This design comes from an exercise in tuning for small area and a short achievable clock period on the open sky130 flow, not from production work.
Function was not checked in any run shown here: the RTL went through the layout flow alone.
Power and IR drop assume default switching activity.

==> flow/config.mk <==
export PLATFORM = sky130hd
export DESIGN_NAME = tta16
export DESIGN_NICKNAME = tta16
export VERILOG_FILES = /design/flow/design.v
export SDC_FILE = /design/flow/constraint.sdc
export NUM_CORES = 4
export LEC_CHECK = 0
export ABC_AREA = 1
export CAP_MARGIN = 20
export CORE_MARGIN = 2
export CORE_UTILIZATION = 40
export PLACE_DENSITY = 0.6
export SETUP_SLACK_MARGIN = 4.5
export SLEW_MARGIN = 20
==> flow/flow/run.sh <==
#!/bin/bash
# The standard layout, with faster port buffers (buf_4 in place of the
# delay-buffer cell buffer_ports picks by default), which the resizer may
# then size as usual.
set -euo pipefail
export BUFFER_PORTS_ARGS="-buffer_cell sky130_fd_sc_hd__buf_4"
bash standard.sh > standard.log 2>&1
==> flow/design.v <==
module mul16_cs (
	input	[15:0]	a,
	input	[15:0]	b,
	output	[95:0]	r
);
wire one0 = b[0] ^ 1'b0;
wire two0 = (b[1] & ~b[0] & ~1'b0) | (~b[1] & b[0] & 1'b0);
wire neg0 = b[1];
wire pp0_0 = ((one0 & a[0]) | (two0 & 1'b0)) ^ neg0;
wire pp0_1 = ((one0 & a[1]) | (two0 & a[0])) ^ neg0;
wire pp0_2 = ((one0 & a[2]) | (two0 & a[1])) ^ neg0;
wire pp0_3 = ((one0 & a[3]) | (two0 & a[2])) ^ neg0;
wire pp0_4 = ((one0 & a[4]) | (two0 & a[3])) ^ neg0;
wire pp0_5 = ((one0 & a[5]) | (two0 & a[4])) ^ neg0;
wire pp0_6 = ((one0 & a[6]) | (two0 & a[5])) ^ neg0;
wire pp0_7 = ((one0 & a[7]) | (two0 & a[6])) ^ neg0;
wire pp0_8 = ((one0 & a[8]) | (two0 & a[7])) ^ neg0;
wire pp0_9 = ((one0 & a[9]) | (two0 & a[8])) ^ neg0;
wire pp0_10 = ((one0 & a[10]) | (two0 & a[9])) ^ neg0;
wire pp0_11 = ((one0 & a[11]) | (two0 & a[10])) ^ neg0;
wire pp0_12 = ((one0 & a[12]) | (two0 & a[11])) ^ neg0;
wire pp0_13 = ((one0 & a[13]) | (two0 & a[12])) ^ neg0;
wire pp0_14 = ((one0 & a[14]) | (two0 & a[13])) ^ neg0;
wire pp0_15 = ((one0 & a[15]) | (two0 & a[14])) ^ neg0;
wire pp0_16 = ((one0 & 1'b0) | (two0 & a[15])) ^ neg0;
wire one1 = b[2] ^ b[1];
wire two1 = (b[3] & ~b[2] & ~b[1]) | (~b[3] & b[2] & b[1]);
wire neg1 = b[3];
wire pp1_0 = ((one1 & a[0]) | (two1 & 1'b0)) ^ neg1;
wire pp1_1 = ((one1 & a[1]) | (two1 & a[0])) ^ neg1;
wire pp1_2 = ((one1 & a[2]) | (two1 & a[1])) ^ neg1;
wire pp1_3 = ((one1 & a[3]) | (two1 & a[2])) ^ neg1;
wire pp1_4 = ((one1 & a[4]) | (two1 & a[3])) ^ neg1;
wire pp1_5 = ((one1 & a[5]) | (two1 & a[4])) ^ neg1;
wire pp1_6 = ((one1 & a[6]) | (two1 & a[5])) ^ neg1;
wire pp1_7 = ((one1 & a[7]) | (two1 & a[6])) ^ neg1;
wire pp1_8 = ((one1 & a[8]) | (two1 & a[7])) ^ neg1;
wire pp1_9 = ((one1 & a[9]) | (two1 & a[8])) ^ neg1;
wire pp1_10 = ((one1 & a[10]) | (two1 & a[9])) ^ neg1;
wire pp1_11 = ((one1 & a[11]) | (two1 & a[10])) ^ neg1;
wire pp1_12 = ((one1 & a[12]) | (two1 & a[11])) ^ neg1;
wire pp1_13 = ((one1 & a[13]) | (two1 & a[12])) ^ neg1;
wire pp1_14 = ((one1 & a[14]) | (two1 & a[13])) ^ neg1;
wire pp1_15 = ((one1 & a[15]) | (two1 & a[14])) ^ neg1;
wire pp1_16 = ((one1 & 1'b0) | (two1 & a[15])) ^ neg1;
wire one2 = b[4] ^ b[3];
wire two2 = (b[5] & ~b[4] & ~b[3]) | (~b[5] & b[4] & b[3]);
wire neg2 = b[5];
wire pp2_0 = ((one2 & a[0]) | (two2 & 1'b0)) ^ neg2;
wire pp2_1 = ((one2 & a[1]) | (two2 & a[0])) ^ neg2;
wire pp2_2 = ((one2 & a[2]) | (two2 & a[1])) ^ neg2;
wire pp2_3 = ((one2 & a[3]) | (two2 & a[2])) ^ neg2;
wire pp2_4 = ((one2 & a[4]) | (two2 & a[3])) ^ neg2;
wire pp2_5 = ((one2 & a[5]) | (two2 & a[4])) ^ neg2;
wire pp2_6 = ((one2 & a[6]) | (two2 & a[5])) ^ neg2;
wire pp2_7 = ((one2 & a[7]) | (two2 & a[6])) ^ neg2;
wire pp2_8 = ((one2 & a[8]) | (two2 & a[7])) ^ neg2;
wire pp2_9 = ((one2 & a[9]) | (two2 & a[8])) ^ neg2;
wire pp2_10 = ((one2 & a[10]) | (two2 & a[9])) ^ neg2;
wire pp2_11 = ((one2 & a[11]) | (two2 & a[10])) ^ neg2;
wire pp2_12 = ((one2 & a[12]) | (two2 & a[11])) ^ neg2;
wire pp2_13 = ((one2 & a[13]) | (two2 & a[12])) ^ neg2;
wire pp2_14 = ((one2 & a[14]) | (two2 & a[13])) ^ neg2;
wire pp2_15 = ((one2 & a[15]) | (two2 & a[14])) ^ neg2;
wire pp2_16 = ((one2 & 1'b0) | (two2 & a[15])) ^ neg2;
wire one3 = b[6] ^ b[5];
wire two3 = (b[7] & ~b[6] & ~b[5]) | (~b[7] & b[6] & b[5]);
wire neg3 = b[7];
wire pp3_0 = ((one3 & a[0]) | (two3 & 1'b0)) ^ neg3;
wire pp3_1 = ((one3 & a[1]) | (two3 & a[0])) ^ neg3;
wire pp3_2 = ((one3 & a[2]) | (two3 & a[1])) ^ neg3;
wire pp3_3 = ((one3 & a[3]) | (two3 & a[2])) ^ neg3;
wire pp3_4 = ((one3 & a[4]) | (two3 & a[3])) ^ neg3;
wire pp3_5 = ((one3 & a[5]) | (two3 & a[4])) ^ neg3;
wire pp3_6 = ((one3 & a[6]) | (two3 & a[5])) ^ neg3;
wire pp3_7 = ((one3 & a[7]) | (two3 & a[6])) ^ neg3;
wire pp3_8 = ((one3 & a[8]) | (two3 & a[7])) ^ neg3;
wire pp3_9 = ((one3 & a[9]) | (two3 & a[8])) ^ neg3;
wire pp3_10 = ((one3 & a[10]) | (two3 & a[9])) ^ neg3;
wire pp3_11 = ((one3 & a[11]) | (two3 & a[10])) ^ neg3;
wire pp3_12 = ((one3 & a[12]) | (two3 & a[11])) ^ neg3;
wire pp3_13 = ((one3 & a[13]) | (two3 & a[12])) ^ neg3;
wire pp3_14 = ((one3 & a[14]) | (two3 & a[13])) ^ neg3;
wire pp3_15 = ((one3 & a[15]) | (two3 & a[14])) ^ neg3;
wire pp3_16 = ((one3 & 1'b0) | (two3 & a[15])) ^ neg3;
wire one4 = b[8] ^ b[7];
wire two4 = (b[9] & ~b[8] & ~b[7]) | (~b[9] & b[8] & b[7]);
wire neg4 = b[9];
wire pp4_0 = ((one4 & a[0]) | (two4 & 1'b0)) ^ neg4;
wire pp4_1 = ((one4 & a[1]) | (two4 & a[0])) ^ neg4;
wire pp4_2 = ((one4 & a[2]) | (two4 & a[1])) ^ neg4;
wire pp4_3 = ((one4 & a[3]) | (two4 & a[2])) ^ neg4;
wire pp4_4 = ((one4 & a[4]) | (two4 & a[3])) ^ neg4;
wire pp4_5 = ((one4 & a[5]) | (two4 & a[4])) ^ neg4;
wire pp4_6 = ((one4 & a[6]) | (two4 & a[5])) ^ neg4;
wire pp4_7 = ((one4 & a[7]) | (two4 & a[6])) ^ neg4;
wire pp4_8 = ((one4 & a[8]) | (two4 & a[7])) ^ neg4;
wire pp4_9 = ((one4 & a[9]) | (two4 & a[8])) ^ neg4;
wire pp4_10 = ((one4 & a[10]) | (two4 & a[9])) ^ neg4;
wire pp4_11 = ((one4 & a[11]) | (two4 & a[10])) ^ neg4;
wire pp4_12 = ((one4 & a[12]) | (two4 & a[11])) ^ neg4;
wire pp4_13 = ((one4 & a[13]) | (two4 & a[12])) ^ neg4;
wire pp4_14 = ((one4 & a[14]) | (two4 & a[13])) ^ neg4;
wire pp4_15 = ((one4 & a[15]) | (two4 & a[14])) ^ neg4;
wire pp4_16 = ((one4 & 1'b0) | (two4 & a[15])) ^ neg4;
wire one5 = b[10] ^ b[9];
wire two5 = (b[11] & ~b[10] & ~b[9]) | (~b[11] & b[10] & b[9]);
wire neg5 = b[11];
wire pp5_0 = ((one5 & a[0]) | (two5 & 1'b0)) ^ neg5;
wire pp5_1 = ((one5 & a[1]) | (two5 & a[0])) ^ neg5;
wire pp5_2 = ((one5 & a[2]) | (two5 & a[1])) ^ neg5;
wire pp5_3 = ((one5 & a[3]) | (two5 & a[2])) ^ neg5;
wire pp5_4 = ((one5 & a[4]) | (two5 & a[3])) ^ neg5;
wire pp5_5 = ((one5 & a[5]) | (two5 & a[4])) ^ neg5;
wire pp5_6 = ((one5 & a[6]) | (two5 & a[5])) ^ neg5;
wire pp5_7 = ((one5 & a[7]) | (two5 & a[6])) ^ neg5;
wire pp5_8 = ((one5 & a[8]) | (two5 & a[7])) ^ neg5;
wire pp5_9 = ((one5 & a[9]) | (two5 & a[8])) ^ neg5;
wire pp5_10 = ((one5 & a[10]) | (two5 & a[9])) ^ neg5;
wire pp5_11 = ((one5 & a[11]) | (two5 & a[10])) ^ neg5;
wire pp5_12 = ((one5 & a[12]) | (two5 & a[11])) ^ neg5;
wire pp5_13 = ((one5 & a[13]) | (two5 & a[12])) ^ neg5;
wire pp5_14 = ((one5 & a[14]) | (two5 & a[13])) ^ neg5;
wire pp5_15 = ((one5 & a[15]) | (two5 & a[14])) ^ neg5;
wire pp5_16 = ((one5 & 1'b0) | (two5 & a[15])) ^ neg5;
wire one6 = b[12] ^ b[11];
wire two6 = (b[13] & ~b[12] & ~b[11]) | (~b[13] & b[12] & b[11]);
wire neg6 = b[13];
wire pp6_0 = ((one6 & a[0]) | (two6 & 1'b0)) ^ neg6;
wire pp6_1 = ((one6 & a[1]) | (two6 & a[0])) ^ neg6;
wire pp6_2 = ((one6 & a[2]) | (two6 & a[1])) ^ neg6;
wire pp6_3 = ((one6 & a[3]) | (two6 & a[2])) ^ neg6;
wire pp6_4 = ((one6 & a[4]) | (two6 & a[3])) ^ neg6;
wire pp6_5 = ((one6 & a[5]) | (two6 & a[4])) ^ neg6;
wire pp6_6 = ((one6 & a[6]) | (two6 & a[5])) ^ neg6;
wire pp6_7 = ((one6 & a[7]) | (two6 & a[6])) ^ neg6;
wire pp6_8 = ((one6 & a[8]) | (two6 & a[7])) ^ neg6;
wire pp6_9 = ((one6 & a[9]) | (two6 & a[8])) ^ neg6;
wire pp6_10 = ((one6 & a[10]) | (two6 & a[9])) ^ neg6;
wire pp6_11 = ((one6 & a[11]) | (two6 & a[10])) ^ neg6;
wire pp6_12 = ((one6 & a[12]) | (two6 & a[11])) ^ neg6;
wire pp6_13 = ((one6 & a[13]) | (two6 & a[12])) ^ neg6;
wire pp6_14 = ((one6 & a[14]) | (two6 & a[13])) ^ neg6;
wire pp6_15 = ((one6 & a[15]) | (two6 & a[14])) ^ neg6;
wire pp6_16 = ((one6 & 1'b0) | (two6 & a[15])) ^ neg6;
wire one7 = b[14] ^ b[13];
wire two7 = (b[15] & ~b[14] & ~b[13]) | (~b[15] & b[14] & b[13]);
wire neg7 = b[15];
wire pp7_0 = ((one7 & a[0]) | (two7 & 1'b0)) ^ neg7;
wire pp7_1 = ((one7 & a[1]) | (two7 & a[0])) ^ neg7;
wire pp7_2 = ((one7 & a[2]) | (two7 & a[1])) ^ neg7;
wire pp7_3 = ((one7 & a[3]) | (two7 & a[2])) ^ neg7;
wire pp7_4 = ((one7 & a[4]) | (two7 & a[3])) ^ neg7;
wire pp7_5 = ((one7 & a[5]) | (two7 & a[4])) ^ neg7;
wire pp7_6 = ((one7 & a[6]) | (two7 & a[5])) ^ neg7;
wire pp7_7 = ((one7 & a[7]) | (two7 & a[6])) ^ neg7;
wire pp7_8 = ((one7 & a[8]) | (two7 & a[7])) ^ neg7;
wire pp7_9 = ((one7 & a[9]) | (two7 & a[8])) ^ neg7;
wire pp7_10 = ((one7 & a[10]) | (two7 & a[9])) ^ neg7;
wire pp7_11 = ((one7 & a[11]) | (two7 & a[10])) ^ neg7;
wire pp7_12 = ((one7 & a[12]) | (two7 & a[11])) ^ neg7;
wire pp7_13 = ((one7 & a[13]) | (two7 & a[12])) ^ neg7;
wire pp7_14 = ((one7 & a[14]) | (two7 & a[13])) ^ neg7;
wire pp7_15 = ((one7 & a[15]) | (two7 & a[14])) ^ neg7;
wire pp7_16 = ((one7 & 1'b0) | (two7 & a[15])) ^ neg7;
wire pp8_0 = a[0] & b[15];
wire pp8_1 = a[1] & b[15];
wire pp8_2 = a[2] & b[15];
wire pp8_3 = a[3] & b[15];
wire pp8_4 = a[4] & b[15];
wire pp8_5 = a[5] & b[15];
wire pp8_6 = a[6] & b[15];
wire pp8_7 = a[7] & b[15];
wire pp8_8 = a[8] & b[15];
wire pp8_9 = a[9] & b[15];
wire pp8_10 = a[10] & b[15];
wire pp8_11 = a[11] & b[15];
wire pp8_12 = a[12] & b[15];
wire pp8_13 = a[13] & b[15];
wire pp8_14 = a[14] & b[15];
wire pp8_15 = a[15] & b[15];
wire hs1 = neg2 ^ pp0_4;
wire hc2 = neg2 & pp0_4;
wire hs3 = pp0_5 ^ pp1_3;
wire hc4 = pp0_5 & pp1_3;
wire fs5 = neg3 ^ pp0_6 ^ pp1_4;
wire fc6 = (neg3 & pp0_6) | (pp1_4 & (neg3 ^ pp0_6));
wire hs7 = pp2_2 ^ pp3_0;
wire hc8 = pp2_2 & pp3_0;
wire fs9 = pp0_7 ^ pp1_5 ^ pp2_3;
wire fc10 = (pp0_7 & pp1_5) | (pp2_3 & (pp0_7 ^ pp1_5));
wire hs11 = pp3_1 ^ hc8;
wire hc12 = pp3_1 & hc8;
wire fs13 = neg4 ^ pp0_8 ^ pp1_6;
wire fc14 = (neg4 & pp0_8) | (pp1_6 & (neg4 ^ pp0_8));
wire fs15 = pp2_4 ^ pp3_2 ^ pp4_0;
wire fc16 = (pp2_4 & pp3_2) | (pp4_0 & (pp2_4 ^ pp3_2));
wire hs17 = fc10 ^ fs13;
wire hc18 = fc10 & fs13;
wire fs19 = pp0_9 ^ pp1_7 ^ pp2_5;
wire fc20 = (pp0_9 & pp1_7) | (pp2_5 & (pp0_9 ^ pp1_7));
wire fs21 = pp3_3 ^ pp4_1 ^ fc14;
wire fc22 = (pp3_3 & pp4_1) | (fc14 & (pp3_3 ^ pp4_1));
wire hs23 = fc16 ^ fs19;
wire hc24 = fc16 & fs19;
wire fs25 = neg5 ^ pp0_10 ^ pp1_8;
wire fc26 = (neg5 & pp0_10) | (pp1_8 & (neg5 ^ pp0_10));
wire fs27 = pp2_6 ^ pp3_4 ^ pp4_2;
wire fc28 = (pp2_6 & pp3_4) | (pp4_2 & (pp2_6 ^ pp3_4));
wire fs29 = pp5_0 ^ fc20 ^ fs25;
wire fc30 = (pp5_0 & fc20) | (fs25 & (pp5_0 ^ fc20));
wire hs31 = fs27 ^ hc24;
wire hc32 = fs27 & hc24;
wire fs33 = pp0_11 ^ pp1_9 ^ pp2_7;
wire fc34 = (pp0_11 & pp1_9) | (pp2_7 & (pp0_11 ^ pp1_9));
wire fs35 = pp3_5 ^ pp4_3 ^ pp5_1;
wire fc36 = (pp3_5 & pp4_3) | (pp5_1 & (pp3_5 ^ pp4_3));
wire fs37 = fc26 ^ fc28 ^ fs33;
wire fc38 = (fc26 & fc28) | (fs33 & (fc26 ^ fc28));
wire hs39 = fs35 ^ fc30;
wire hc40 = fs35 & fc30;
wire fs41 = neg6 ^ pp0_12 ^ pp1_10;
wire fc42 = (neg6 & pp0_12) | (pp1_10 & (neg6 ^ pp0_12));
wire fs43 = pp2_8 ^ pp3_6 ^ pp4_4;
wire fc44 = (pp2_8 & pp3_6) | (pp4_4 & (pp2_8 ^ pp3_6));
wire fs45 = pp5_2 ^ pp6_0 ^ fc34;
wire fc46 = (pp5_2 & pp6_0) | (fc34 & (pp5_2 ^ pp6_0));
wire fs47 = fc36 ^ fs41 ^ fs43;
wire fc48 = (fc36 & fs41) | (fs43 & (fc36 ^ fs41));
wire hs49 = fc38 ^ fs45;
wire hc50 = fc38 & fs45;
wire fs51 = pp0_13 ^ pp1_11 ^ pp2_9;
wire fc52 = (pp0_13 & pp1_11) | (pp2_9 & (pp0_13 ^ pp1_11));
wire fs53 = pp3_7 ^ pp4_5 ^ pp5_3;
wire fc54 = (pp3_7 & pp4_5) | (pp5_3 & (pp3_7 ^ pp4_5));
wire fs55 = pp6_1 ^ fc42 ^ fc44;
wire fc56 = (pp6_1 & fc42) | (fc44 & (pp6_1 ^ fc42));
wire fs57 = fs51 ^ fs53 ^ fc46;
wire fc58 = (fs51 & fs53) | (fc46 & (fs51 ^ fs53));
wire hs59 = fc48 ^ fs55;
wire hc60 = fc48 & fs55;
wire fs61 = neg7 ^ pp0_14 ^ pp1_12;
wire fc62 = (neg7 & pp0_14) | (pp1_12 & (neg7 ^ pp0_14));
wire fs63 = pp2_10 ^ pp3_8 ^ pp4_6;
wire fc64 = (pp2_10 & pp3_8) | (pp4_6 & (pp2_10 ^ pp3_8));
wire fs65 = pp5_4 ^ pp6_2 ^ pp7_0;
wire fc66 = (pp5_4 & pp6_2) | (pp7_0 & (pp5_4 ^ pp6_2));
wire fs67 = fc52 ^ fc54 ^ fs61;
wire fc68 = (fc52 & fc54) | (fs61 & (fc52 ^ fc54));
wire fs69 = fs63 ^ fs65 ^ fc56;
wire fc70 = (fs63 & fs65) | (fc56 & (fs63 ^ fs65));
wire hs71 = fs67 ^ hc60;
wire hc72 = fs67 & hc60;
wire fs73 = pp0_15 ^ pp1_13 ^ pp2_11;
wire fc74 = (pp0_15 & pp1_13) | (pp2_11 & (pp0_15 ^ pp1_13));
wire fs75 = pp3_9 ^ pp4_7 ^ pp5_5;
wire fc76 = (pp3_9 & pp4_7) | (pp5_5 & (pp3_9 ^ pp4_7));
wire fs77 = pp6_3 ^ pp7_1 ^ fc62;
wire fc78 = (pp6_3 & pp7_1) | (fc62 & (pp6_3 ^ pp7_1));
wire fs79 = fc64 ^ fc66 ^ fs73;
wire fc80 = (fc64 & fc66) | (fs73 & (fc64 ^ fc66));
wire fs81 = fs75 ^ fc68 ^ fs77;
wire fc82 = (fs75 & fc68) | (fs77 & (fs75 ^ fc68));
wire hs83 = fs79 ^ fc70;
wire hc84 = fs79 & fc70;
wire fs85 = pp8_0 ^ pp0_16 ^ pp1_14;
wire fc86 = (pp8_0 & pp0_16) | (pp1_14 & (pp8_0 ^ pp0_16));
wire fs87 = pp2_12 ^ pp3_10 ^ pp4_8;
wire fc88 = (pp2_12 & pp3_10) | (pp4_8 & (pp2_12 ^ pp3_10));
wire fs89 = pp5_6 ^ pp6_4 ^ pp7_2;
wire fc90 = (pp5_6 & pp6_4) | (pp7_2 & (pp5_6 ^ pp6_4));
wire fs91 = fc74 ^ fc76 ^ fs85;
wire fc92 = (fc74 & fc76) | (fs85 & (fc74 ^ fc76));
wire fs93 = fs87 ^ fs89 ^ fc78;
wire fc94 = (fs87 & fs89) | (fc78 & (fs87 ^ fs89));
wire fs95 = fc80 ^ fs91 ^ fc82;
wire fc96 = (fc80 & fs91) | (fc82 & (fc80 ^ fs91));
wire fs97 = neg0 ^ pp8_1 ^ pp1_15;
wire fc98 = (neg0 & pp8_1) | (pp1_15 & (neg0 ^ pp8_1));
wire fs99 = pp2_13 ^ pp3_11 ^ pp4_9;
wire fc100 = (pp2_13 & pp3_11) | (pp4_9 & (pp2_13 ^ pp3_11));
wire fs101 = pp5_7 ^ pp6_5 ^ pp7_3;
wire fc102 = (pp5_7 & pp6_5) | (pp7_3 & (pp5_7 ^ pp6_5));
wire fs103 = fc86 ^ fc88 ^ fc90;
wire fc104 = (fc86 & fc88) | (fc90 & (fc86 ^ fc88));
wire fs105 = fs97 ^ fs99 ^ fs101;
wire fc106 = (fs97 & fs99) | (fs101 & (fs97 ^ fs99));
wire fs107 = fc92 ^ fs103 ^ fs105;
wire fc108 = (fc92 & fs103) | (fs105 & (fc92 ^ fs103));
wire fs109 = neg0 ^ pp8_2 ^ pp1_16;
wire fc110 = (neg0 & pp8_2) | (pp1_16 & (neg0 ^ pp8_2));
wire fs111 = pp2_14 ^ pp3_12 ^ pp4_10;
wire fc112 = (pp2_14 & pp3_12) | (pp4_10 & (pp2_14 ^ pp3_12));
wire fs113 = pp5_8 ^ pp6_6 ^ pp7_4;
wire fc114 = (pp5_8 & pp6_6) | (pp7_4 & (pp5_8 ^ pp6_6));
wire fs115 = fc98 ^ fc100 ^ fc102;
wire fc116 = (fc98 & fc100) | (fc102 & (fc98 ^ fc100));
wire fs117 = fs109 ^ fs111 ^ fs113;
wire fc118 = (fs109 & fs111) | (fs113 & (fs109 ^ fs111));
wire fs119 = fc104 ^ fc106 ^ fs115;
wire fc120 = (fc104 & fc106) | (fs115 & (fc104 ^ fc106));
wire fs121 = ~neg0 ^ ~neg1 ^ pp8_3;
wire fc122 = (~neg0 & ~neg1) | (pp8_3 & (~neg0 ^ ~neg1));
wire fs123 = pp2_15 ^ pp3_13 ^ pp4_11;
wire fc124 = (pp2_15 & pp3_13) | (pp4_11 & (pp2_15 ^ pp3_13));
wire fs125 = pp5_9 ^ pp6_7 ^ pp7_5;
wire fc126 = (pp5_9 & pp6_7) | (pp7_5 & (pp5_9 ^ pp6_7));
wire fs127 = fs121 ^ fc110 ^ fc112;
wire fc128 = (fs121 & fc110) | (fc112 & (fs121 ^ fc110));
wire fs129 = fc114 ^ fs123 ^ fs125;
wire fc130 = (fc114 & fs123) | (fs125 & (fc114 ^ fs123));
wire fs131 = fc116 ^ fc118 ^ fs127;
wire fc132 = (fc116 & fc118) | (fs127 & (fc116 ^ fc118));
wire fs133 = 1'b1 ^ pp8_4 ^ fc122;
wire fc134 = (1'b1 & pp8_4) | (fc122 & (1'b1 ^ pp8_4));
wire fs135 = pp2_16 ^ pp3_14 ^ pp4_12;
wire fc136 = (pp2_16 & pp3_14) | (pp4_12 & (pp2_16 ^ pp3_14));
wire fs137 = pp5_10 ^ pp6_8 ^ pp7_6;
wire fc138 = (pp5_10 & pp6_8) | (pp7_6 & (pp5_10 ^ pp6_8));
wire fs139 = fs133 ^ fc124 ^ fc126;
wire fc140 = (fs133 & fc124) | (fc126 & (fs133 ^ fc124));
wire fs141 = fs135 ^ fs137 ^ fc128;
wire fc142 = (fs135 & fs137) | (fc128 & (fs135 ^ fs137));
wire hs143 = fc130 ^ fs139;
wire hc144 = fc130 & fs139;
wire fs145 = ~neg2 ^ pp8_5 ^ pp3_15;
wire fc146 = (~neg2 & pp8_5) | (pp3_15 & (~neg2 ^ pp8_5));
wire fs147 = pp4_13 ^ pp5_11 ^ pp6_9;
wire fc148 = (pp4_13 & pp5_11) | (pp6_9 & (pp4_13 ^ pp5_11));
wire fs149 = pp7_7 ^ fc134 ^ fc136;
wire fc150 = (pp7_7 & fc134) | (fc136 & (pp7_7 ^ fc134));
wire fs151 = fc138 ^ fs145 ^ fs147;
wire fc152 = (fc138 & fs145) | (fs147 & (fc138 ^ fs145));
wire fs153 = fc140 ^ fs149 ^ fs151;
wire fc154 = (fc140 & fs149) | (fs151 & (fc140 ^ fs149));
wire fs155 = 1'b1 ^ pp8_6 ^ pp3_16;
wire fc156 = (1'b1 & pp8_6) | (pp3_16 & (1'b1 ^ pp8_6));
wire fs157 = pp4_14 ^ pp5_12 ^ pp6_10;
wire fc158 = (pp4_14 & pp5_12) | (pp6_10 & (pp4_14 ^ pp5_12));
wire fs159 = pp7_8 ^ fc146 ^ fc148;
wire fc160 = (pp7_8 & fc146) | (fc148 & (pp7_8 ^ fc146));
wire fs161 = fs155 ^ fs157 ^ fc150;
wire fc162 = (fs155 & fs157) | (fc150 & (fs155 ^ fs157));
wire hs163 = fc152 ^ fs159;
wire hc164 = fc152 & fs159;
wire fs165 = ~neg3 ^ pp8_7 ^ pp4_15;
wire fc166 = (~neg3 & pp8_7) | (pp4_15 & (~neg3 ^ pp8_7));
wire fs167 = pp5_13 ^ pp6_11 ^ pp7_9;
wire fc168 = (pp5_13 & pp6_11) | (pp7_9 & (pp5_13 ^ pp6_11));
wire fs169 = fc156 ^ fc158 ^ fs165;
wire fc170 = (fc156 & fc158) | (fs165 & (fc156 ^ fc158));
wire fs171 = fs167 ^ fc160 ^ fs169;
wire fc172 = (fs167 & fc160) | (fs169 & (fs167 ^ fc160));
wire fs173 = 1'b1 ^ pp8_8 ^ pp4_16;
wire fc174 = (1'b1 & pp8_8) | (pp4_16 & (1'b1 ^ pp8_8));
wire fs175 = pp5_14 ^ pp6_12 ^ pp7_10;
wire fc176 = (pp5_14 & pp6_12) | (pp7_10 & (pp5_14 ^ pp6_12));
wire fs177 = fc166 ^ fc168 ^ fs173;
wire fc178 = (fc166 & fc168) | (fs173 & (fc166 ^ fc168));
wire hs179 = fs175 ^ fc170;
wire hc180 = fs175 & fc170;
wire fs181 = ~neg4 ^ pp8_9 ^ pp5_15;
wire fc182 = (~neg4 & pp8_9) | (pp5_15 & (~neg4 ^ pp8_9));
wire fs183 = pp6_13 ^ pp7_11 ^ fc174;
wire fc184 = (pp6_13 & pp7_11) | (fc174 & (pp6_13 ^ pp7_11));
wire fs185 = fc176 ^ fs181 ^ fc178;
wire fc186 = (fc176 & fs181) | (fc178 & (fc176 ^ fs181));
wire fs187 = 1'b1 ^ pp8_10 ^ pp5_16;
wire fc188 = (1'b1 & pp8_10) | (pp5_16 & (1'b1 ^ pp8_10));
wire fs189 = pp6_14 ^ pp7_12 ^ fc182;
wire fc190 = (pp6_14 & pp7_12) | (fc182 & (pp6_14 ^ pp7_12));
wire hs191 = fs187 ^ fc184;
wire hc192 = fs187 & fc184;
wire fs193 = ~neg5 ^ pp8_11 ^ pp6_15;
wire fc194 = (~neg5 & pp8_11) | (pp6_15 & (~neg5 ^ pp8_11));
wire fs195 = pp7_13 ^ fc188 ^ fs193;
wire fc196 = (pp7_13 & fc188) | (fs193 & (pp7_13 ^ fc188));
wire fs197 = 1'b1 ^ pp8_12 ^ pp6_16;
wire fc198 = (1'b1 & pp8_12) | (pp6_16 & (1'b1 ^ pp8_12));
wire hs199 = pp7_14 ^ fc194;
wire hc200 = pp7_14 & fc194;
wire fs201 = ~neg6 ^ pp8_13 ^ pp7_15;
wire fc202 = (~neg6 & pp8_13) | (pp7_15 & (~neg6 ^ pp8_13));
wire hs203 = 1'b1 ^ pp8_14;
wire hc204 = 1'b1 & pp8_14;
assign r[0] = pp0_0;
assign r[32] = neg0;
assign r[64] = 1'b0;
assign r[1] = pp0_1;
assign r[33] = 1'b0;
assign r[65] = 1'b0;
assign r[2] = pp0_2;
assign r[34] = pp1_0;
assign r[66] = neg1;
assign r[3] = pp0_3;
assign r[35] = pp1_1;
assign r[67] = 1'b0;
assign r[4] = pp1_2;
assign r[36] = pp2_0;
assign r[68] = hs1;
assign r[5] = pp2_1;
assign r[37] = hc2;
assign r[69] = hs3;
assign r[6] = hc4;
assign r[38] = fs5;
assign r[70] = hs7;
assign r[7] = fc6;
assign r[39] = fs9;
assign r[71] = hs11;
assign r[8] = fs15;
assign r[40] = hc12;
assign r[72] = hs17;
assign r[9] = hc18;
assign r[41] = fs21;
assign r[73] = hs23;
assign r[10] = fc22;
assign r[42] = fs29;
assign r[74] = hs31;
assign r[11] = fs37;
assign r[43] = hc32;
assign r[75] = hs39;
assign r[12] = fs47;
assign r[44] = hc40;
assign r[76] = hs49;
assign r[13] = hc50;
assign r[45] = fs57;
assign r[77] = hs59;
assign r[14] = fc58;
assign r[46] = fs69;
assign r[78] = hs71;
assign r[15] = fs81;
assign r[47] = hc72;
assign r[79] = hs83;
assign r[16] = fs93;
assign r[48] = hc84;
assign r[80] = fs95;
assign r[17] = fc94;
assign r[49] = fc96;
assign r[81] = fs107;
assign r[18] = fs117;
assign r[50] = fc108;
assign r[82] = fs119;
assign r[19] = fs129;
assign r[51] = fc120;
assign r[83] = fs131;
assign r[20] = fc132;
assign r[52] = fs141;
assign r[84] = hs143;
assign r[21] = hc144;
assign r[53] = fc142;
assign r[85] = fs153;
assign r[22] = fs161;
assign r[54] = fc154;
assign r[86] = hs163;
assign r[23] = hc164;
assign r[55] = fc162;
assign r[87] = fs171;
assign r[24] = fs177;
assign r[56] = fc172;
assign r[88] = hs179;
assign r[25] = fs183;
assign r[57] = hc180;
assign r[89] = fs185;
assign r[26] = fs189;
assign r[58] = fc186;
assign r[90] = hs191;
assign r[27] = fc190;
assign r[59] = hc192;
assign r[91] = fs195;
assign r[28] = fs197;
assign r[60] = fc196;
assign r[92] = hs199;
assign r[29] = fc198;
assign r[61] = hc200;
assign r[93] = fs201;
assign r[30] = pp7_16;
assign r[62] = fc202;
assign r[94] = hs203;
assign r[31] = ~neg7;
assign r[63] = pp8_15;
assign r[95] = hc204;
endmodule
module mul16_add (
	input	[95:0]	r,
	output	[31:0]	p
);
wire [31:0] x = r[31:0], y = r[63:32], z = r[95:64];
wire [31:0] s = x ^ y ^ z;
wire [31:0] c = (x & y) | (z & (x ^ y));
assign p = s + {c[30:0], 1'b0};
endmodule
`timescale 1ns/100ps
module tta16 (
	input		cpu_clk_i,
	input		cpu_rst_i,
	output	reg		wb_cyc_o,
	output	reg	[1:0]	wb_stb_o,
	output	reg		wb_we_o,
	input			wb_ack_i,
	input			wb_rty_i,
	input			wb_err_i,
	output		[2:0]	wb_cti_o,
	output		[1:0]	wb_bte_o,
	output		[22:0]	wb_adr_o,
	output		[1:0]	wb_sel_o,
	output		[15:0]	wb_dat_o,
	input		[1:0]	wb_sel_i,
	input		[15:0]	wb_dat_i,
	output			imem_en_o,
	output	reg	[9:0]	imem_adr_o,
	input		[31:0]	imem_dat_i,
	output	reg	[1:0]	imem_we_o,
	output		[9:0]	imem_wadr_o,
	output	reg	[15:0]	imem_wdat_o
);
reg		run;		 
reg	[15:0]	rf[15:0];
reg	[3:0]	t_idx0, t_idx1;		 
reg		w_en;			 
reg	[3:0]	w_idx;
reg	[15:0]	w_data;
reg	[9:0]	pc_prev;
reg		t_bra;
reg	[9:0]	iadr;
reg	[6:0]	rseg, wseg;
reg	[15:0]	t_data_a, t_data_b, t_data_c, t_com;
reg		t_rad, t_wad;			 
reg		t_sub, t_bits;			 
reg	[1:0]	t_mode;				 
reg		t_reg, t_mul, t_msr;		 
reg		x_zf, x_bf;
reg	[15:0]	x_diff, x_bits, x_mem;
reg	[95:0]	x_prod;				 
reg	[22:0]	wb_adr;
reg	[15:0]	wb_dat;
wire	[31:0]	instr	= imem_dat_i;
wire	[1:0]	f_src_a	= instr[31:30];
wire	[2:0]	f_dst_a	= instr[29:27];
wire	[1:0]	f_src_b	= instr[26:25];
wire	[2:0]	f_dst_b	= instr[24:22];
wire	[1:0]	f_src_c	= instr[21:20];
wire	[1:0]	f_dst_c	= instr[19:18];
wire	[2:0]	f_com	= instr[17:15];
wire	[3:0]	f_reg1	= instr[14:11];
wire	[3:0]	f_reg0	= {instr[14], instr[10:8]};
wire	[15:0]	f_immed	= {{9{instr[7]}}, instr[6:0]};
wire	[15:0]	f_limm	= {{6{instr[10]}}, instr[9:0]};
wire	[9:0]	pc_next	= {pc_prev[8:1], pc_prev[0]^pc_prev[3], pc_prev[9]};
wire	[9:0]	pc	= imem_adr_o;	 
wire	[31:0]	prod;
mul16_add MULADD (
	.r	(x_prod),
	.p	(prod)
);
assign	wb_cti_o	= 3'b000;
assign	wb_bte_o	= 2'b00;
assign	wb_sel_o	= 2'b11;
assign	wb_adr_o	= wb_adr;
assign	wb_dat_o	= wb_dat;
assign	imem_en_o	= run;
assign	imem_wadr_o	= iadr;
wire	mem_op	= (f_dst_a == 3'd2 || f_dst_a == 3'd3);
always @(posedge cpu_clk_i)
	if (cpu_rst_i)		run	<= 1;
	else if (wb_ack_i)	run	<= 1;
	else if (mem_op)	run	<= 0;
reg	[15:0]	t_reg0, t_reg1;
integer	k;
always @(*) begin
	t_reg0	= 16'd0;
	t_reg1	= 16'd0;
	for (k = 0; k < 16; k = k + 1) begin
		t_reg0	= t_reg0 | (rf[k] & {16{t_idx0 == k}});
		t_reg1	= t_reg1 | (rf[k] & {16{t_idx1 == k}});
	end
end
always @(posedge cpu_clk_i)
	if (run) begin
		if (w_en)	rf[w_idx]	<= w_data;
		w_en	<= t_reg;
		w_idx	<= f_reg1;
		w_data	<= t_data_c;
	end
reg	[15:0]	data_a, data_c, com;
always @(*) begin
	case (f_src_a)
	0:	data_a	= t_com;
	1:	data_a	= f_limm;
	2:	data_a	= t_reg0;
	3:	data_a	= x_mem;
	endcase
	case (f_src_c)
	0:	data_c	= t_com;
	1:	data_c	= x_diff;
	2:	data_c	= t_reg1;
	3:	data_c	= {6'd0, pc_next};
	endcase
	case (f_com)
	0:	com	= t_com;
	1:	com	= f_immed;
	2:	com	= t_reg1;
	3:	com	= x_mem;
	4:	com	= x_diff;
	5:	com	= x_bits;
	6:	com	= prod[15:0];
	7:	com	= prod[31:16];
	endcase
end
always @(posedge cpu_clk_i)
	if (run) begin
		t_data_a	<= data_a;
		t_data_c	<= data_c;
		t_com		<= com;
		case (f_src_b)
		0:	t_data_b	<= t_com;
		1:	t_data_b	<= f_immed;
		2:	t_data_b	<= t_reg0;
		3:	t_data_b	<= x_mem;
		endcase
		t_sub	<= (f_dst_b == 3'd1 || f_dst_b == 3'd2);
		t_bits	<= (f_dst_b == 3'd3 || f_dst_b[2]);
		t_mode	<= f_dst_b[1:0];
		t_reg	<= (f_dst_c == 2'd1);
		t_mul	<= (f_dst_c == 2'd2);
		t_msr	<= (f_dst_c == 2'd3);
		t_idx0	<= f_reg0;
		t_idx1	<= f_reg1;
	end
always @(posedge cpu_clk_i) begin
	t_rad	<= run & (f_dst_a == 3'd2);
	t_wad	<= run & (f_dst_a == 3'd3);
end
wire	jmp	= (f_dst_a == 3'd1) ||
		  (f_dst_a == 3'd5 && !x_bf) ||
		  (f_dst_a == 3'd4 && x_bf) ||
		  (f_dst_a == 3'd7 && !x_zf) ||
		  (f_dst_a == 3'd6 && x_zf);
wire	bra	= !t_bra && jmp;
always @(posedge cpu_clk_i)
	if (cpu_rst_i)		t_bra	<= 0;
	else if (run)		t_bra	<= bra;
always @(posedge cpu_clk_i)
	if (cpu_rst_i)		pc_prev	<= 10'd1;
	else if (run)		pc_prev	<= pc;
always @(posedge cpu_clk_i)
	if (cpu_rst_i)		imem_adr_o	<= 10'd2;
	else if (run)		imem_adr_o	<= bra ? data_a[9:0] : {pc[8:1], pc[0]^pc[3], pc[9]};
wire	run_n	= cpu_rst_i || wb_ack_i || (run && !mem_op);
wire	msr_n	= run ? (f_dst_c == 2'd3) : t_msr;
wire	[2:0]	dc_n	= run ? data_c[2:0] : t_data_c[2:0];
always @(posedge cpu_clk_i)
	imem_we_o	<= {run_n && msr_n && dc_n == 3'd5,
			    run_n && msr_n && dc_n == 3'd4};
always @(posedge cpu_clk_i)
	if (run && f_dst_c == 2'd3)	imem_wdat_o	<= com;
always @(posedge cpu_clk_i)
	if (cpu_rst_i)		x_bf	<= 0;
	else if (run && t_sub)	{x_bf, x_diff}	<= {1'b0, t_com} - {1'b0, t_data_b};
wire	[95:0]	mul_r;
mul16_cs MUL (
	.a	(t_data_c),
	.b	(t_com),
	.r	(mul_r)
);
always @(posedge cpu_clk_i)
	if (run && t_mul)	x_prod	<= mul_r;
reg	[15:0]	bits_n;
always @(*)
	case (t_mode)
	0:	bits_n	= ~(t_data_b & t_com);
	1:	bits_n	= t_data_b & t_com;
	2:	bits_n	= ~(t_data_b | t_com);
	3:	bits_n	= ~(t_data_b ^ t_com);
	endcase
always @(posedge cpu_clk_i)
	if (cpu_rst_i)
		x_zf	<= 1;
	else if (run && t_bits) begin
		x_bits	<= ~bits_n;
		x_zf	<= &bits_n;
	end
always @(posedge cpu_clk_i)
	if (cpu_rst_i)	{rseg, wseg, iadr}	<= 0;
	else if (t_msr) case (t_data_c[2:0])
		0:	rseg	<= t_com[6:0];
		1:	wseg	<= t_com[6:0];
		2:	iadr	<= t_com[9:0];
	endcase
always @(posedge cpu_clk_i)
	if (cpu_rst_i)
		{wb_we_o, wb_cyc_o, wb_stb_o}	<= 0;
	else if (t_wad) begin
		wb_cyc_o	<= 1;
		wb_we_o		<= 1;
		wb_adr		<= {wseg, t_data_a};
		wb_dat		<= t_data_c;
		wb_stb_o	<= wseg[6] ? 2'b10 : 2'b01;
	end else if (t_rad) begin
		wb_cyc_o	<= 1;
		wb_we_o		<= 0;
		wb_adr		<= {rseg, t_data_a};
		wb_stb_o	<= rseg[6] ? 2'b10 : 2'b01;
	end else if (wb_ack_i || wb_rty_i)
		{wb_we_o, wb_cyc_o, wb_stb_o}	<= 0;
always @(posedge cpu_clk_i)
	if (wb_ack_i)	x_mem	<= wb_dat_i;
endmodule	 
==> flow/constraint.sdc <==
create_clock -name core_clock -period 8.0 [get_ports {cpu_clk_i}]
set_input_delay 1.6000 -clock core_clock [delete_from_list [all_inputs] [get_ports {cpu_clk_i}]]
set_output_delay 1.6000 -clock core_clock [all_outputs]
set_load 0.01 [all_outputs]
==> flow/standard.sh <==
#!/bin/bash
# synth_recipe.tcl (not shown) runs the flow's synth.tcl, then flattens the netlist and writes it again
# the make line also repeats each setting of config.mk as NAME=value (left out here)
make -C /OpenROAD-flow-scripts/flow DESIGN_CONFIG=/design/flow/config.mk WORK_HOME=/design/flow/orfs CLKGATE_MAP_FILE= SYNTH_SCRIPT=/design/flow/synth_recipe.tcl "${@:-finish}"
==> insert_results.sql, run 1 <==
INSERT INTO impl_metrics (metric_group, metric, value, unit) VALUES
('timing', 'fin_worst_skew', '0.03913', 'ns'),
('worst_setup_path', 'critical_path.endpoint_type', 'flip-flop', ''),
('cts', 'insertion_delay', '0.66', 'ns'),
('pwr', 'vdd_ir_drop_max', '0.2668', 'mV'),
('cells_and_area', 'antenna_cells', '0', ''),
('global_routing', 'antenna_found_initial', '3', ''),
('yosys', 'synth_sequential_area_ratio', '0.5212', ''),
('yosys', 'synth_compound_gate_area_share', '0.1227', ''),
('yosys', 'post_synth_fa_ha_maj_area_fraction', '0.1024', ''),
('floorplan', 'rows', '106', ''),
('floorplan', 'die_area', '0.08631', 'sq mm'),
('cells_and_area', 'area_occupied_by_multi_input_gates', '0.01414', 'sq mm'),
('cells_and_area', 'num-fill-cells', '7872', ''),
('cells_and_area', 'largest_register', 'rf', ''),
('timing', 'fin_setup_tns', '0', 'ns'),
('global_routing', 'grt_pass1_vias', '26474', ''),
('place', 'hpwl_detailed', '89400', 'um'),
('timing', 'timing.final.crit_share', '0.4452', ''),
('cts', 'cts.reportedPaths.clkPinSlew', '0.06', 'ns'),
('timing', 'hold_viol_final', '0', ''),
('yosys', 'synth_area_in_simple_gates', '0.1468', ''),
('place', 'placed_cells', '4615', ''),
('place', 'portBuffers', '133', ''),
('cts', 'root_buffer', 'clkbuf_16', ''),
('floorplan', 'die-width', '293.8', 'um'),
('place', 'place.gp.congestion', '0.9733', ''),
('timing', 'fmax', '280.8', 'MHz'),
('flow_run', 'cap_violations', '0', ''),
('yosys', 'synthesis.area_per_instance', '9.700', 'sq um'),
('detailed_routing', 'detailedRoute.firstIterationViolations', '3958', ''),
('global_routing', 'grt_max_degree', '84', ''),
('global_routing', 'first_pass_grt_wire_length', '183100', 'um'),
('detailed_routing', 'first_pass_iters', '9', ''),
('worst_setup_path', 'worst-setup-path-type', 'flip-flop to flip-flop', ''),
('global_routing', 'grtUsageTotal', '0.2943', ''),
('cts', 'hold_buf_cts', '0', ''),
('cts', 'clock_path_buffers', '3', ''),
('worst_hold_path', 'min-delay-path-class', 'flip-flop to flip-flop', ''),
('detailed_routing', 'post_drt_wl_per_cell', '26.75', 'um'),
('worst_hold_path', 'holdPathStages', '0', ''),
('cells_and_area', 'seqCellArea', '0.01751', 'sq mm'),
('detailed_routing', 'route.antenna.remaining_nets', '0', ''),
('timing', 'timing_worst_slew_pin_value', '1.249', 'ns'),
('detailed_routing', 'dr_total_vias', '28228', ''),
('cells_and_area', 'share_of_final_layout_standard_cells_stronger_than_drive_strength_1', '0.1315', ''),
('detailed_routing', 'remaining_design_rule_violation_count', '0', ''),
('yosys', 'distinct_cell_type_count_after_synthesis', '50', ''),
('timing', 'grt_setup_unrepaired', 'true', ''),
('cts', 'tritoncts_buffers', '70', ''),
('timing', 'report.final.slew_viol_count', '0', ''),
('yosys', 'async_flop_share', '0', ''),
('cells_and_area', 'finalNetCount', '3966', ''),
('cells_and_area', 'final_area', '0.03951', 'sq mm'),
('timing', 'min_period', '3.562', 'ns'),
('yosys', 'yosysWarningCount', '1', ''),
('cells_and_area', 'reg_top3', 'rf (256), x_prod (92), wb_adr (23)', ''),
('timing', 'timing.slew.headroom', '0.1641', ''),
('cells_and_area', 'area_delta_synth_final', '17.63', '%'),
('cells_and_area', 'largest_register_ff_count', '256', ''),
('yosys', 'synth_edf_count', '545', ''),
('cells_and_area', 'mostFrequentLayoutCell', 'nand2_1', ''),
('run_status', 'outcome', 'finished clean', ''),
('yosys', 'post_synthesis_cell_count', '3463', ''),
('cts', 'clock_sink_count', '602', ''),
('worst_setup_path', 'worst_r2r_path_depth', '10', ''),
('cts', 'cts.htree.levels', '3', ''),
('pwr', 'power_density', '487.4', 'mW/mm^2'),
('detailed_routing', 'finalWirelength', '129400', 'um'),
('floorplan', 'coreArea', '0.08342', 'sq mm'),
('detailed_routing', 'drt-vias-per-instance', '5.836', ''),
('floorplan', 'num_io_pins', '144', '');
[cells in the mapped netlist (2+ instances only)]
master / instances / area share
edfxtp_1: 545 / 0.49
conb_1: 2 / 0.00022
o2bb2ai_1: 3 / 0.00078
o31ai_1: 2 / 0.00045
o2111ai_1: 6 / 0.0016
a21boi_0: 15 / 0.0034
ha_1: 102 / 0.038
nand2_1: 667 / 0.075
a21oi_1: 153 / 0.023
inv_2: 5 / 0.00056
o211ai_1: 14 / 0.0031
or2_2: 4 / 0.00074
o21ai_0: 219 / 0.033
fa_1: 108 / 0.064
a22oi_1: 9 / 0.0020
o21bai_1: 15 / 0.0034
dfxtp_1: 57 / 0.034
nor4_1: 5 / 0.00093
o21a_1: 4 / 0.00089
o22ai_1: 216 / 0.040
nand4_1: 32 / 0.0060
nor2_2: 5 / 0.00093
nand3b_1: 5 / 0.0011
a221oi_1: 13 / 0.0034
buf_4: 12 / 0.0027
clkbuf_1: 83 / 0.0093
o221ai_1: 7 / 0.0018
buf_2: 19 / 0.0028
o21ai_1: 3 / 0.00045
a31oi_1: 3 / 0.00056
and3_1: 3 / 0.00056
clkinv_1: 10 / 0.0011
a21o_1: 2 / 0.00045
nand2_2: 5 / 0.00093
xnor2_1: 4 / 0.0010
inv_1: 447 / 0.050
nand3_1: 145 / 0.022
xor2_1: 148 / 0.039
a22o_1: 4 / 0.0010
a211oi_1: 13 / 0.0029
buf_1: 6 / 0.00067
nor2_1: 310 / 0.035
nor3_1: 26 / 0.0039
[power breakdown]
group	total (mW)	switching, mW	internal [mW]
clock network	3.34	1.40	1.94
logic	10.8	6.87	3.93
registers	5.11	0.414	4.70
total	19.3	8.69	10.6
[stage by stage]
| step | worst slack (ns) | util | power (mW) | hold slack (ns) |
|---|---|---|---|---|
| floorplan | 4.507 | - | 11.55 | 0.4003 |
| global placement | 3.810 | 0.4309 | 14.87 | 0.4000 |
| detailed placement | 3.795 | 0.4310 | 15.07 | 0.4045 |
| CTS | 4.501 | 0.4684 | 18.81 | 0.4276 |
| global route | 4.376 | 0.4736 | 20.60 | 0.4334 |
| finish | 4.438 | 0.4736 | 19.26 | 0.4304 |
[cells by family after synthesis]
group | after synthesis
simple gates | 1211
compound gates | 704
flops | 602
buf+inv | 582
fa+ha+maj | 210
xor+xnor | 152
other cells | 2
[final timing paths]
check / from / to
worst max register to register: t_idx0[3] / imem_wdat_o[6]
worst max-delay path: t_idx0[3] / imem_wdat_o[6]
worst min register to register: t_reg / w_en
worst min-delay path: t_reg / w_en
[final cells by class]
type	instances	share of cell area
clock inverter	44	0.01327
inverter	462	0.04604
multi-input combinational	2284	0.3578
sequential	602	0.4432
clock buffer	84	0.04696
timing repair buffer	281	0.05858
tap	1080	0.03420
[worst max-delay path: stages (launching register included)]
cell        delay (ns)
edfxtp_1          0.58
buf_4             0.23
nor2_4            0.33
nand2_1           0.46
clkinvlp_4        0.46
nand2_1           0.08
o211ai_1          0.09
nor2_1            0.07
nand3_1           0.47
a21oi_1           0.14
a21oi_1           0.39
[what timing repair did]
action                     4_1_cts  5_1_grt
gates cloned                     0        2
setup endpoints to repair       76       47
resized for setup               48       46
buffers inserted                69       21
pin swaps                        1        4
[routing by layer]
metal  global-route usage  wire length, um  vias to the layer above  part of all wire
li1                     -                -                    12337                 -
met1               0.4097            52020                    13635              0.40
met2               0.4298            54640                     1895              0.42
met3              0.07568            15860                      355              0.12
met4               0.1351             6813                        6             0.053
met5                    0               35                        -           0.00027
==> inputs of run 2 (changes only) <==
==> flow/flow/run.sh (replaced) <==
#!/bin/bash
# The standard layout, with faster port buffers (buf_2 in place of the
# delay-buffer cell buffer_ports picks by default), which the resizer may
# then size as usual.
set -euo pipefail
export BUFFER_PORTS_ARGS="-buffer_cell sky130_fd_sc_hd__buf_2"
bash standard.sh > standard.log 2>&1
==> run 2 against run 1 <==
  * Cell count grew 0.41%
  * Sequential share of layout area is 0.34 points higher
  * Design area fell by 0.77%
  * Non-clock buffer count up 20
  * Flip-flop and latch count is the same
  * Clock power shrank 5%
  * Critical path type is now input pin to flip-flop
==> insert_results.sql, run 2 <==
INSERT INTO impl_metrics (metric_group, metric, value, unit) VALUES
('cts', 'clock_path_buffers', '3', ''),
('worst_setup_path', 'cpLargestDelayFamily', 'buffers and inverters', ''),
('cts', 'cts.reportedPaths.clkPinSlew', '0.06', 'ns'),
('yosys', 'post_synth_fa_ha_maj_area_fraction', '0.1024', ''),
('worst_setup_path', 'crit_slowest_cell', 'nor4_1', ''),
('place', 'place.gp.congestion', '0.9910', ''),
('pwr', 'power.sequential.fraction', '0.267', ''),
('yosys', 'yosys.cell_count.top_type', 'nand2_1', ''),
('timing', 'report.final.slew_viol_count', '0', ''),
('global_routing', 'grt_pass1_vias', '26090', ''),
('detailed_routing', 'post_drt_wl_per_cell', '26.36', 'um'),
('cells_and_area', 'share_of_final_layout_standard_cells_stronger_than_drive_strength_1', '0.1374', ''),
('global_routing', 'first_pass_grt_wire_length', '179300', 'um'),
('timing', 'timing_worst_slew_pin_value', '1.254', 'ns'),
('cells_and_area', 'largest_register_ff_count', '256', ''),
('cells_and_area', 'area_delta_synth_final', '16.73', '%'),
('timing', 'postLayoutSetupSlackWorst', '4.461', 'ns'),
('worst_setup_path', 'cpPeakStageDelay', '0.52', 'ns'),
('cts', 'root_buffer', 'clkbuf_16', ''),
('timing', 'min_period', '3.539', 'ns'),
('timing', 'fmax', '282.6', 'MHz'),
('cts', 'cts.htree.levels', '3', ''),
('flow_run', 'cap_violations', '0', ''),
('yosys', 'synth_edf_count', '545', ''),
('place', 'dpl_worst_slack', '3.653', 'ns'),
('yosys', 'synth_compound_gate_area_share', '0.1227', ''),
('cts', 'tritoncts_buffers', '70', ''),
('worst_hold_path', 'holdPathStages', '0', ''),
('worst_setup_path', 'cp_cell_sequence', 'buf_2, clkinvlp_4, nand3_2, inv_1, a22o_1, nor4_1, a21oi_1', ''),
('pwr', 'combPwrFrac', '0.568', ''),
('pwr', 'share_of_power_burned_in_the_clock_network', '0.165', ''),
('detailed_routing', 'drt-vias-per-instance', '5.772', ''),
('detailed_routing', 'detailedRoute.firstIterationViolations', '3793', ''),
('yosys', 'netlist.top_cell.by_area', 'edfxtp_1', ''),
('cells_and_area', 'reg_top3', 'rf (256), x_prod (92), wb_adr (23)', ''),
('floorplan', 'coreArea', '0.08342', 'sq mm'),
('worst_setup_path', 'worst_r2r_path_depth', '12', ''),
('worst_setup_path', 'critical_path.endpoint_type', 'flip-flop', ''),
('floorplan', 'num_io_pins', '144', ''),
('floorplan', 'die_area', '0.08631', 'sq mm'),
('pwr', 'netSwitchingPower', '8.582', 'mW'),
('timing', 'fin_worst_skew', '0.02750', 'ns'),
('cts', 'clock_sink_count', '602', ''),
('detailed_routing', 'remaining_design_rule_violation_count', '0', ''),
('yosys', 'synth_top_area_frac', '0.4872', ''),
('cells_and_area', 'finalNetCount', '3987', ''),
('global_routing', 'grt_max_degree', '67', ''),
('cells_and_area', 'antenna_cells', '0', ''),
('cts', 'insertion_delay', '0.64', 'ns'),
('place', 'portBuffers', '133', ''),
('worst_setup_path', 'critical_path_depth', '7', ''),
('cells_and_area', 'mostFrequentLayoutCell', 'nand2_1', ''),
('run_status', 'outcome', 'finished clean', ''),
('floorplan', 'die-width', '293.8', 'um'),
('worst_hold_path', 'min-delay-path-class', 'flip-flop to flip-flop', ''),
('floorplan', 'rows', '106', ''),
('pwr', 'total_power', '19.10', 'mW'),
('pwr', 'power_density', '487.1', 'mW/mm^2'),
('pwr', 'p_int', '10.52', 'mW'),
('pwr', 'netSwitchingFraction', '0.4493', ''),
('timing', 'hold_viol_final', '0', ''),
('pwr', 'vdd_ir_drop_max', '0.3195', 'mV'),
('place', 'hpwl_detailed', '89010', 'um'),
('worst_setup_path', 'worst-setup-path-type', 'input pin to flip-flop', ''),
('yosys', 'post_synthesis_cell_count', '3463', ''),
('detailed_routing', 'dr_total_vias', '28035', ''),
('cells_and_area', 'final_area', '0.03921', 'sq mm'),
('yosys', 'synth.top_cells.by_count', 'nand2_1, edfxtp_1, inv_1, nor2_1, o21ai_0', ''),
('global_routing', 'grtUsageTotal', '0.2883', ''),
('yosys', 'synth_area_in_simple_gates', '0.1468', ''),
('yosys', 'synth_sequential_area_ratio', '0.5212', '');
[run 2: cell counts after synthesis]
Identical to the previous run, type by type.
[run 2: what timing repair did]
action                                  4_1_cts  5_1_grt
resized for setup                            60       52
endpoints found under the setup margin       59       46
buffers inserted                             56       51
hold buffers                                  0        0
cloned                                        1        3
pin swaps                                     1        9
[run 2: power by group through the flow]
stage	registers (mW)	clock network (mW)	logic (mW)
4_1_cts	5.11	3.18	10.2
3_5_place_dp	5.19	0	9.79
5_1_grt	5.14	3.31	12.0
3_3_place_gp	5.19	0	9.69
6_report	5.10	3.16	10.8
2_1_floorplan	5.02	0	6.53
[run 2: layout make-up]
type / instances / area, sq um
multi-input cells: 2284 / 14160
clock buffers: 88 / 1893
inverters: 462 / 1826
fillers: 7849 / 44210
repair inverters: 1 / 7.507
well taps: 1080 / 1351
flip-flops and latches: 602 / 17510
clock inverters: 39 / 330.3
repair buffers: 301 / 2131
[run 2: metal layers]
layer  routed length (um)  vias to the layer above  share of wire  global-route usage
met1                51440                    13401           0.40              0.4024
met5                   60                        -        0.00047                   0
met4                 7497                        8          0.059              0.1544
met3                16110                      368           0.13             0.07281
met2                52900                     1889           0.41              0.4107
li1                     -                    12369              -                   -
[run 2: logic make-up (layout without fill, tap and decap cells)]
family | count (synthesis) | in the layout
xor+xnor | 152 | 152
flops | 602 | 602
compound gates | 704 | 704
fa+ha+maj | 210 | 210
other cells | 2 | 7
buf+inv | 582 | 891
simple gates | 1211 | 1211
[run 2: final timing paths]
check / from / slack [ns] / end
setup / recovery: imem_dat_i[15] / 4.46 / t_com[1]
hold / removal: t_reg / 0.41 / w_en
setup reg to reg: w_idx[1] / 4.50 / imem_wdat_o[12]
hold reg to reg: t_reg / 0.41 / w_en

-- static timing again, ports no longer ideal --
In the flow no input, the clock included, has a driving cell. The finished layouts below were timed again as built, in two steps. Step 1: set_driving_cell puts a clkbuf_16 on cpu_clk_i and a buf_2 on each other input, an assumption about the parent block. Step 2 moves the port delays by t, midway between the first and last clock arrival at a register: inputs arrive t later, outputs are due t later. That takes back most of the time a late clock gives input paths. Three values: ideal ports, drivers, drivers and shift; two values: the first two.
run | shift t [ns] | slack for setup (ns) | worst hold slack (ns) | clock arrival spread, ns | pins driven straight from the clock port
run 1 | 0.707 | 4.438 / 4.438 / 3.812 | 0.430 / 0.430 / 0.430 | 0.041 / 0.042 | 1
run 2 | 0.684 | 4.461 / 4.498 / 3.817 | 0.411 / 0.411 / 0.411 | 0.028 / 0.029 | 1
After both steps setup and hold are still met in every run listed. For run 2, which loses most, drivers alone change the setup slack by +0.037 ns; drivers and shift together by -0.644 ns.
